Context: an optimization exercise on an open-source flow, tuned for small area. The choices shown serve that exercise and are no tape-out recipe.
In this exercise RTL edits were held to simulation tests only and were not proved equivalent to the original.
Power figures rest on the tool's default switching activity, not on a simulated workload.

==> design/flow/design.v <==
`timescale 1ns / 1ps
module task2 (clock, reset_neg, PS2_clock, PS2_data, finish_flag, neg_edge, overflow, bit_counter, output_data, output_data_2, Seven_Segment_display, Seven_Segment_display_1);
input clock, reset_neg, PS2_clock, PS2_data;
output logic finish_flag, neg_edge, overflow; output logic [3:0] bit_counter; output logic [6:0] Seven_Segment_display, Seven_Segment_display_1; output logic [7:0] output_data, output_data_2;
logic PS2_clock_delay, packet_detect, filter_PS2_clock_current, filter_PS2_clock_next, first_digit_detect, second_digit_detect, enter_detect_1, enter_detect_2, sum_detected; 
logic [1:0] current_state, next_state; 
logic [7:0] filter_current, filter_next, first_digit_temp, second_digit_temp, first_digit, second_digit, first_digit_converted, second_digit_converted, decimal_0_output, 
decimal_1_output, final_sum;
logic [10:0] current_register, next_register;
parameter IDLE_STATE = 2'b00; parameter RX_STATE = 2'b01;
always_ff @ (posedge clock, negedge reset_neg)
begin
if (!reset_neg)
begin
filter_current <= 8'b0;
filter_PS2_clock_current <= 1'b0;
end
else
begin
filter_current <= filter_next;
filter_PS2_clock_current <= filter_PS2_clock_next;
end
end
assign filter_next = {PS2_clock, filter_current[7:1]};
assign filter_PS2_clock_next = (filter_current == 8'b11111111) ? 1'b1 : ((filter_current == 8'b00000000) ? 1'b0 : filter_PS2_clock_current);
assign neg_edge = (~filter_PS2_clock_next) & (filter_PS2_clock_current);
always_ff @ (posedge clock, negedge reset_neg)
begin
if (!reset_neg)
bit_counter <= 4'b0;
else if (bit_counter == 4'b1010)
bit_counter <= 4'b0;
else if ((current_state == RX_STATE) & (neg_edge))
bit_counter <= bit_counter + 4'b1;
end
assign overflow = (bit_counter == 4'b1010) ? 1'b1 : 1'b0;
always_ff @ (posedge clock, negedge reset_neg)
begin
if (!reset_neg)
begin
current_state <= IDLE_STATE;
current_register <= 11'b0;
end
else
begin
current_state <= next_state;
current_register <= next_register;
end
end
always_comb
begin
next_state = current_state;
next_register = current_register;
finish_flag = 1'b0;
case (current_state)
IDLE_STATE:
if (neg_edge)
begin
next_state = RX_STATE;
end
RX_STATE:
begin
if (neg_edge)
begin
next_register = {PS2_data, current_register[10:1]};
end
if (overflow)
begin
finish_flag = 1'b1;
next_state = IDLE_STATE;
end
end
endcase
end
always_ff @ (posedge clock, negedge reset_neg)
begin
if (!reset_neg)
begin
output_data <= 8'b0;
output_data_2 <= 8'b0;
packet_detect <= 1'b0;
first_digit_detect <= 1'b0;
second_digit_detect <= 1'b0;
first_digit_temp <= 8'b0;
second_digit_temp <= 8'b0;
first_digit <= 8'b0;
second_digit <= 8'b0;
enter_detect_1 <= 1'b0;
enter_detect_2 <= 1'b0;
sum_detected <= 1'b0;
final_sum <= 8'b0;
end
else if ((overflow) & (current_register[8:1] == 8'hF0))
begin
packet_detect <= 1'b1;
sum_detected <= 1'b0;
end
else if ((overflow) & ((current_register[8:1] == 8'h45) || (current_register[8:1] == 8'h16) || (current_register[8:1] == 8'h1E) || (current_register[8:1] == 8'h26) ||
(current_register[8:1] == 8'h25) || (current_register[8:1] == 8'h2E) || (current_register[8:1] == 8'h36) || (current_register[8:1] == 8'h3D) || (current_register[8:1] == 8'h3E) ||
(current_register[8:1] == 8'h46)) & (packet_detect) & (!second_digit_detect) & (!enter_detect_1) & (!enter_detect_2))
begin
output_data <= current_register[8:1];
packet_detect <= 1'b0;
first_digit_detect <= 1'b1;
first_digit_temp <= current_register[8:1];
sum_detected <= 1'b0;
output_data_2 <= 8'h45;
end
else if ((overflow) & (current_register[8:1] == 8'h5A) & (packet_detect) & (first_digit_detect) & (!second_digit_detect) & (!enter_detect_2))
begin
packet_detect <= 1'b0;
first_digit_detect <= 1'b0;
first_digit <= first_digit_temp;
enter_detect_1 <= 1'b1;
sum_detected <= 1'b0;
end
else if ((overflow) & ((current_register[8:1] == 8'h45) || (current_register[8:1] == 8'h16) || (current_register[8:1] == 8'h1E) || (current_register[8:1] == 8'h26) ||
(current_register[8:1] == 8'h25) || (current_register[8:1] == 8'h2E) || (current_register[8:1] == 8'h36) || (current_register[8:1] == 8'h3D) || (current_register[8:1] == 8'h3E) ||
(current_register[8:1] == 8'h46)) & (packet_detect) & (!first_digit_detect) & (enter_detect_1) & (!enter_detect_2))
begin
output_data <= current_register[8:1];
packet_detect <= 1'b0;
second_digit_detect <= 1'b1;
second_digit_temp <= current_register[8:1];
enter_detect_1 <= 1'b0;
sum_detected <= 1'b0;
output_data_2 <= 8'h45;
end
else if ((overflow) & (current_register[8:1] == 8'h5A) & (packet_detect) & (!first_digit_detect) & (second_digit_detect) & (!enter_detect_1))
begin
packet_detect <= 1'b0;
second_digit_detect <= 1'b0;
second_digit <= second_digit_temp;
enter_detect_2 <= 1'b1;
sum_detected <= 1'b0;
end
else if (enter_detect_2)
begin
enter_detect_2 <= 1'b0;
sum_detected <= 1'b1;
end
else if (sum_detected)
begin
final_sum <= first_digit_converted + second_digit_converted;
output_data <= decimal_0_output;
output_data_2 <= decimal_1_output;
end
end
Seven_Segment_display digit (.output_data (output_data), .Seven_Segment_display_output (Seven_Segment_display), .sum_detected_flag (sum_detected));
Seven_Segment_display digit_1 (.output_data (output_data_2), .Seven_Segment_display_output (Seven_Segment_display_1), .sum_detected_flag (sum_detected));
PS2_Binary sum_digit_1 (.output_data_conversion (first_digit), .binary_output (first_digit_converted));
PS2_Binary sum_digit_2 (.output_data_conversion (second_digit), .binary_output (second_digit_converted));
Binary_Decimal sum_to_digits (.sum_input (final_sum), .decimal_0 (decimal_0_output), .decimal_1 (decimal_1_output));
endmodule
module Seven_Segment_display (output_data, Seven_Segment_display_output, sum_detected_flag);
input logic sum_detected_flag; input logic [7:0] output_data;
output logic [6:0] Seven_Segment_display_output;
always_comb
begin
if (sum_detected_flag)
begin
case (output_data)
8'd0: Seven_Segment_display_output = 7'b1000000;
8'd1: Seven_Segment_display_output = 7'b1111001;
8'd2: Seven_Segment_display_output = 7'b0100100;
8'd3: Seven_Segment_display_output = 7'b0110000;
8'd4: Seven_Segment_display_output = 7'b0011001;
8'd5: Seven_Segment_display_output = 7'b0010010;
8'd6: Seven_Segment_display_output = 7'b0000010;
8'd7: Seven_Segment_display_output = 7'b1111000;
8'd8: Seven_Segment_display_output = 7'b0000000;
8'd9: Seven_Segment_display_output = 7'b0010000;
default: Seven_Segment_display_output = 7'b1000000;
endcase
end
else 
begin
case (output_data)
8'h45: Seven_Segment_display_output = 7'b1000000;
8'h16: Seven_Segment_display_output = 7'b1111001;
8'h1E: Seven_Segment_display_output = 7'b0100100;
8'h26: Seven_Segment_display_output = 7'b0110000;
8'h25: Seven_Segment_display_output = 7'b0011001;
8'h2E: Seven_Segment_display_output = 7'b0010010;
8'h36: Seven_Segment_display_output = 7'b0000010;
8'h3D: Seven_Segment_display_output = 7'b1111000;
8'h3E: Seven_Segment_display_output = 7'b0000000;
8'h46: Seven_Segment_display_output = 7'b0010000;
default: Seven_Segment_display_output = 7'b1000000;
endcase
end
end
endmodule
module PS2_Binary (output_data_conversion, binary_output);
input logic [7:0] output_data_conversion;
output logic [7:0] binary_output;
always_comb
begin
case (output_data_conversion)
8'h45: binary_output = 8'b00000000;
8'h16: binary_output = 8'b00000001;
8'h1E: binary_output = 8'b00000010;
8'h26: binary_output = 8'b00000011;
8'h25: binary_output = 8'b00000100;
8'h2E: binary_output = 8'b00000101;
8'h36: binary_output = 8'b00000110;
8'h3D: binary_output = 8'b00000111;
8'h3E: binary_output = 8'b00001000;
8'h46: binary_output = 8'b00001001;
default: binary_output = 8'b11111111;
endcase
end
endmodule
module Binary_Decimal (sum_input, decimal_0, decimal_1);
input logic [7:0] sum_input;
output logic [7:0] decimal_0, decimal_1;
always_comb
begin
case (sum_input)
8'b00000000:
begin
decimal_0 = 8'd0;
decimal_1 = 8'd0;
end
8'b00000001:
begin
decimal_0 = 8'd1;
decimal_1 = 8'd0;
end
8'b00000010:
begin
decimal_0 = 8'd2;
decimal_1 = 8'd0;
end
8'b00000011:
begin
decimal_0 = 8'd3;
decimal_1 = 8'd0;
end
8'b00000100:
begin
decimal_0 = 8'd4;
decimal_1 = 8'd0;
end
8'b00000101:
begin
decimal_0 = 8'd5;
decimal_1 = 8'd0;
end
8'b00000110:
begin
decimal_0 = 8'd6;
decimal_1 = 8'd0;
end
8'b00000111:
begin
decimal_0 = 8'd7;
decimal_1 = 8'd0;
end
8'b00001000:
begin
decimal_0 = 8'd8;
decimal_1 = 8'd0;
end
8'b00001001:
begin
decimal_0 = 8'd9;
decimal_1 = 8'd0;
end
8'b00001010:
begin
decimal_0 = 8'd0;
decimal_1 = 8'd1;
end
8'b00001011:
begin
decimal_0 = 8'd1;
decimal_1 = 8'd1;
end
8'b00001100:
begin
decimal_0 = 8'd2;
decimal_1 = 8'd1;
end
8'b00001101:
begin
decimal_0 = 8'd3;
decimal_1 = 8'd1;
end
8'b00001110:
begin
decimal_0 = 8'd4;
decimal_1 = 8'd1;
end
8'b00001111:
begin
decimal_0 = 8'd5;
decimal_1 = 8'd1;
end
8'b00010000:
begin
decimal_0 = 8'd6;
decimal_1 = 8'd1;
end
8'b00010001:
begin
decimal_0 = 8'd7;
decimal_1 = 8'd1;
end
8'b00010010:
begin
decimal_0 = 8'd8;
decimal_1 = 8'd1;
end
default: 
begin
decimal_0 = 8'd0;
decimal_1 = 8'd0;
end
endcase
end
endmodule
==> design/flow/run.sh <==
#!/bin/bash
# synth_recipe.tcl (not shown) runs the flow's synth.tcl, then flattens the netlist and writes it again
# the make line also repeats each setting of config.mk as NAME=value (left out here)
make -C /OpenROAD-flow-scripts/flow DESIGN_CONFIG=/design/flow/config.mk WORK_HOME=/design/flow/orfs CLKGATE_MAP_FILE= SYNTH_SCRIPT=/design/flow/synth_recipe.tcl finish
==> design/flow/config.mk <==
export PLATFORM = sky130hd
export DESIGN_NAME = task2
export DESIGN_NICKNAME = task2
export VERILOG_FILES = /design/flow/design.v
export SDC_FILE = /design/flow/constraint.sdc
export NUM_CORES = 4
export LEC_CHECK = 0
export CAP_MARGIN = 20
export CORE_MARGIN = 2
export CORE_UTILIZATION = 40
export SLEW_MARGIN = 20
==> design/flow/constraint.sdc <==
create_clock -name core_clock -period 10.0 [get_ports {clock}]
set_input_delay 2.0000 -clock core_clock [delete_from_list [all_inputs] [get_ports {clock}]]
set_output_delay 2.0000 -clock core_clock [all_outputs]
set_load 0.01 [all_outputs]
==> results.txt <==
- Status: no timing/DRC/antenna violations
- Via count: 3,264
- Area Growth Syn to Fin: 14.3%
- Clock Path Buffers: 2
- Leak pwr: 2.30 nW
- Internal power: 0.549 mW
- # Max-Cap Violations: 0
- Power share of the clock group: 0.510
- Post-synth EDFFs: 0
- Crit-path most repeated cell: inv_1
- DRC errors left: 0
- Drt pass-1 iters: 4
- CP Launch Type: register
- Critical path arrival: 2.47 ns
- Total power per unit cell area: 130 nW/µm²
- Reg2Reg Depth: 13
- Switch Pwr: 0.143 mW
- Final-report max-slew violation count: 0
- Register share of total power: 0.473
- Core ar.: 11,400 µm²
- Sequential fraction of the synthesis area: 0.431
- Syn_area_per_cell: 10.4 µm²
- Endpoint type of the worst setup path: primary output
- CP max-delay cell: clkdlybuf4s50_1
- First-pass GRT wire length: 15,500 µm
- Max Clock Skew: 0.00783 ns
- Detailed-placement wirelength estimate: 6330 µm
- Max rail drop VDD: 0.0950 mV
- Top delay family on crit path: buffers and inverters
- Combinational power share: 0.017
- Largest stage delay on the critical path: 0.55 ns
- TritonCTS clock tree: built
- Critical path, cell by cell: inv_1 -> ha_1 -> inv_1 -> nor3_1 -> a31o_2 -> a31oi_1 -> a21oi_1 -> clkdlybuf4s50_1
- CTS Sinks: 80
- Starting DRC count in detailed routing: 226
- RePlAce Congestion: 0.846
- Post-synthesis async set-or-reset flop share: 1.00
- Synth Instances: 444
- Die width: 112 µm
- Starting density of the core: 0.408
- Ports: 41
- Total CTS buffers: 9
- Sum of negative setup slack: 0 ns
- GRT overflow: 0
- Ant. Diodes: 0
- Final Hold Vio Count: 0
- CP Max Fanout: 6
- Hold Path Depth: 0
- Total power: 0.692 mW
- Fraction of layout cells with a size suffix above 1: 0.125
- Hold Crit Class: register to register
- Tmin final: 4.47 ns
- Largest net degree at the start of global routing: 81
- Vias/cell: 5.37
- GRT Resource Usage Total: 0.154
- Final Setup Violations: 0
- Post_cts resized: 0
- Root buf cell: clkbuf_16
- Hold-fix buffers, CTS: 0
- Fillers: 1,074
- Synth warnings: 4
- # port buffers: 32
- Final net count: 475
- Max-Slew Margin vs Limit: 0.276
- WL/cell: 15.2 µm
- Worst-Margin Slew: 1.07 ns
- R2R Path End: final_sum[4]$_DFFE_PN0P_
- Hold worst-path end: filter_current[0]$_DFF_PN0_
- Mapped Area: 4640 µm²
- Worst Path Required: 8.00 ns
- Post-route ant nets: 0
- Post-route clock period utilization: 0.447
- H-Tree Depth: 3
- Clk latency of the worst-skew pair: 0.34 ns
- Most used DFF post-synth: dfrtp_1
- Initial antenna violation count: 0
- Die H: 112 µm
- Worst R2R Setup Slack: 6.21 ns
- Vias in the first global route: 3,148
- Netlist cell types: 73
- Core Util, Final: 0.466
- Die footprint: 12,500 µm²
- RSZ-0062 raised after global routing: no
- Final WL: 9260 µm
- Highest clock rate: 223 MHz
- CP bufs+invs: 3
- Min-delay src: filter_current[1]$_DFF_PN0_
- Reg-to-Reg Start: first_digit[3]$_DFFE_PN0P_
- Core Rows: 39
- Yosys reg bits: 80
- Worst-path clk slew: 0.06 ns
- Total setup buffers inserted after CTS: 0
- Worst Setup Path Type: register to primary output
- Sw Ratio: 0.206
==> per-stage QoR <==
stage / hold slack [ns] / instances / cell area (µm²) / setup slack [ns]
6_report: 0.392 / 608 / 5300 / 5.53
3_5_place_dp: 0.388 / 591 / 4950 / 5.90
4_1_cts: 0.397 / 607 / 5280 / 5.53
3_3_place_gp: 0.375 / 591 / 4950 / 5.97
2_1_floorplan: 0.366 / 450 / 4660 / 6.47
5_1_grt: 0.418 / 608 / 5300 / 5.35
==> cell usage after synthesis, types with 3 or more instances <==
cell type / count / area, µm²
inv_1: 25 / 93.8
nor3b_1: 5 / 37.5
a22o_1: 5 / 43.8
nand3_1: 5 / 25.0
mux2_4: 8 / 120
o31ai_1: 3 / 22.5
xnor2_1: 9 / 78.8
a21oi_1: 22 / 110
xor2_1: 3 / 26.3
ha_1: 10 / 125
and2_1: 8 / 50.1
mux2i_1: 10 / 100
nand2b_1: 6 / 37.5
dfrtp_1: 80 / 2000
nand3b_1: 4 / 30.0
a21boi_0: 4 / 30.0
nand4_1: 8 / 50.1
buf_2: 6 / 30.0
mux2_2: 16 / 180
buf_4: 13 / 97.6
o32ai_1: 3 / 26.3
or3_1: 7 / 43.8
o21ai_0: 17 / 85.1
mux2_1: 19 / 214
nor2b_1: 16 / 100
nor3_1: 6 / 30.0
clkbuf_1: 13 / 48.8
nand2_1: 20 / 75.1
nor2_1: 26 / 97.6
a31oi_1: 6 / 37.5
==> power by group through the flow <==
| stage | registers, mW | logic (mW) | clock network (mW) |
|---|---|---|---|
| 2_1_floorplan | 0.333 | 0.00502 | 0 |
| 3_3_place_gp | 0.333 | 0.0103 | 0 |
| 3_5_place_dp | 0.334 | 0.0107 | 0 |
| 4_1_cts | 0.328 | 0.0107 | 0.362 |
| 5_1_grt | 0.328 | 0.0132 | 0.377 |
| 6_report | 0.328 | 0.0115 | 0.353 |
==> cells by family after synthesis <==
kind of cell	share of synthesized area
xor gates and xnor gates	0.0227
AOI/OAI and AO/OA	0.135
DFF	0.431
muxes	0.132
other	0.00162
buffers and inverters	0.0658
adders and majority gates	0.0313
and+or+nand+nor	0.179
==> routing by layer <==
layer,track usage,vias to the layer above,wire length (µm)
li1,-,1604,-
met1,0.200,1579,4350
met2,0.253,70,4460
met3,0.0414,11,341
met4,0.0453,0,108
met5,0,-,0
==> layout by cell type, fill, tap and decap left out, types with 6 or more instances in the layout <==
master	n
a21oi_1	22
a31oi_1	6
and2_1	8
clkbuf_16	9
clkdlybuf4s50_1	31
conb_1	8
dfrtp_1	80
ha_1	10
inv_1	25
mux2_1	19
mux2_2	16
mux2_4	8
mux2i_1	10
nand2_1	20
nand2b_1	6
nand4_1	8
nor2_1	26
nor2b_1	16
nor3_1	6
o21ai_0	17
or3_1	7
xnor2_1	9
==> state kept, by name (all words and copies together), names as in the netlist, 2 cells and up <==
register	flops
filter_current	8
output_data_2	2
second_digit_temp	8
second_digit	8
output_data	8
bit_counter	4
final_sum	8
first_digit	8
first_digit_temp	8
current_register	10
==> cell type report <==
type / instances / area [µm²] / share of cell area
clock buffers: 10 / 229 / 0.0432
clock inverters: 6 / 92.6 / 0.0175
inverters: 25 / 93.8 / 0.0177
multi-input cells: 310 / 2350 / 0.444
flip-flops and latches: 80 / 2000 / 0.377
well taps: 143 / 179 / 0.0337
repair buffers: 34 / 353 / 0.0665
==> worst max-delay path by stage <==
| stage | startpoint | endpoint | slack, ns | depth (start not counted) |
|---|---|---|---|---|
| detailed placement | output_data[0]$_DFFE_PN0P_ | Seven_Segment_display[6] | 5.90 | 8 |
| global placement | output_data[0]$_DFFE_PN0P_ | Seven_Segment_display[6] | 5.97 | 8 |
| CTS | output_data[1]$_DFFE_PN0P_ | Seven_Segment_display[4] | 5.53 | 8 |
| floorplan | output_data[0]$_DFFE_PN0P_ | Seven_Segment_display[6] | 6.47 | 7 |
| global route | output_data[0]$_DFFE_PN0P_ | Seven_Segment_display[6] | 5.35 | 8 |
| finish | output_data[0]$_DFFE_PN0P_ | Seven_Segment_display[6] | 5.53 | 8 |

re-timing with driven ports:
In the flow no input, the clock included, has a driving cell. The finished layout below was timed again as built, in two steps.
Step 1 assumes that a clkbuf_16 drives the clock port and a buf_2 every other input.
Step 2, shift: input delay + t, output delay - t, t = (earliest + latest rising clock arrival at the registers) / 2. This alone moves slack from input paths to output paths.
a / b / c = ideal ports / drivers / drivers and shift; a / b = the first two.
shift t [ns]: 0.370
slack for setup (ns): 5.526 / 5.489 / 5.859
worst setup path after step 2: register to output
After both steps setup and hold are still met in this run. For this run, drivers alone change the setup slack by -0.037 ns; drivers and shift together by +0.333 ns.
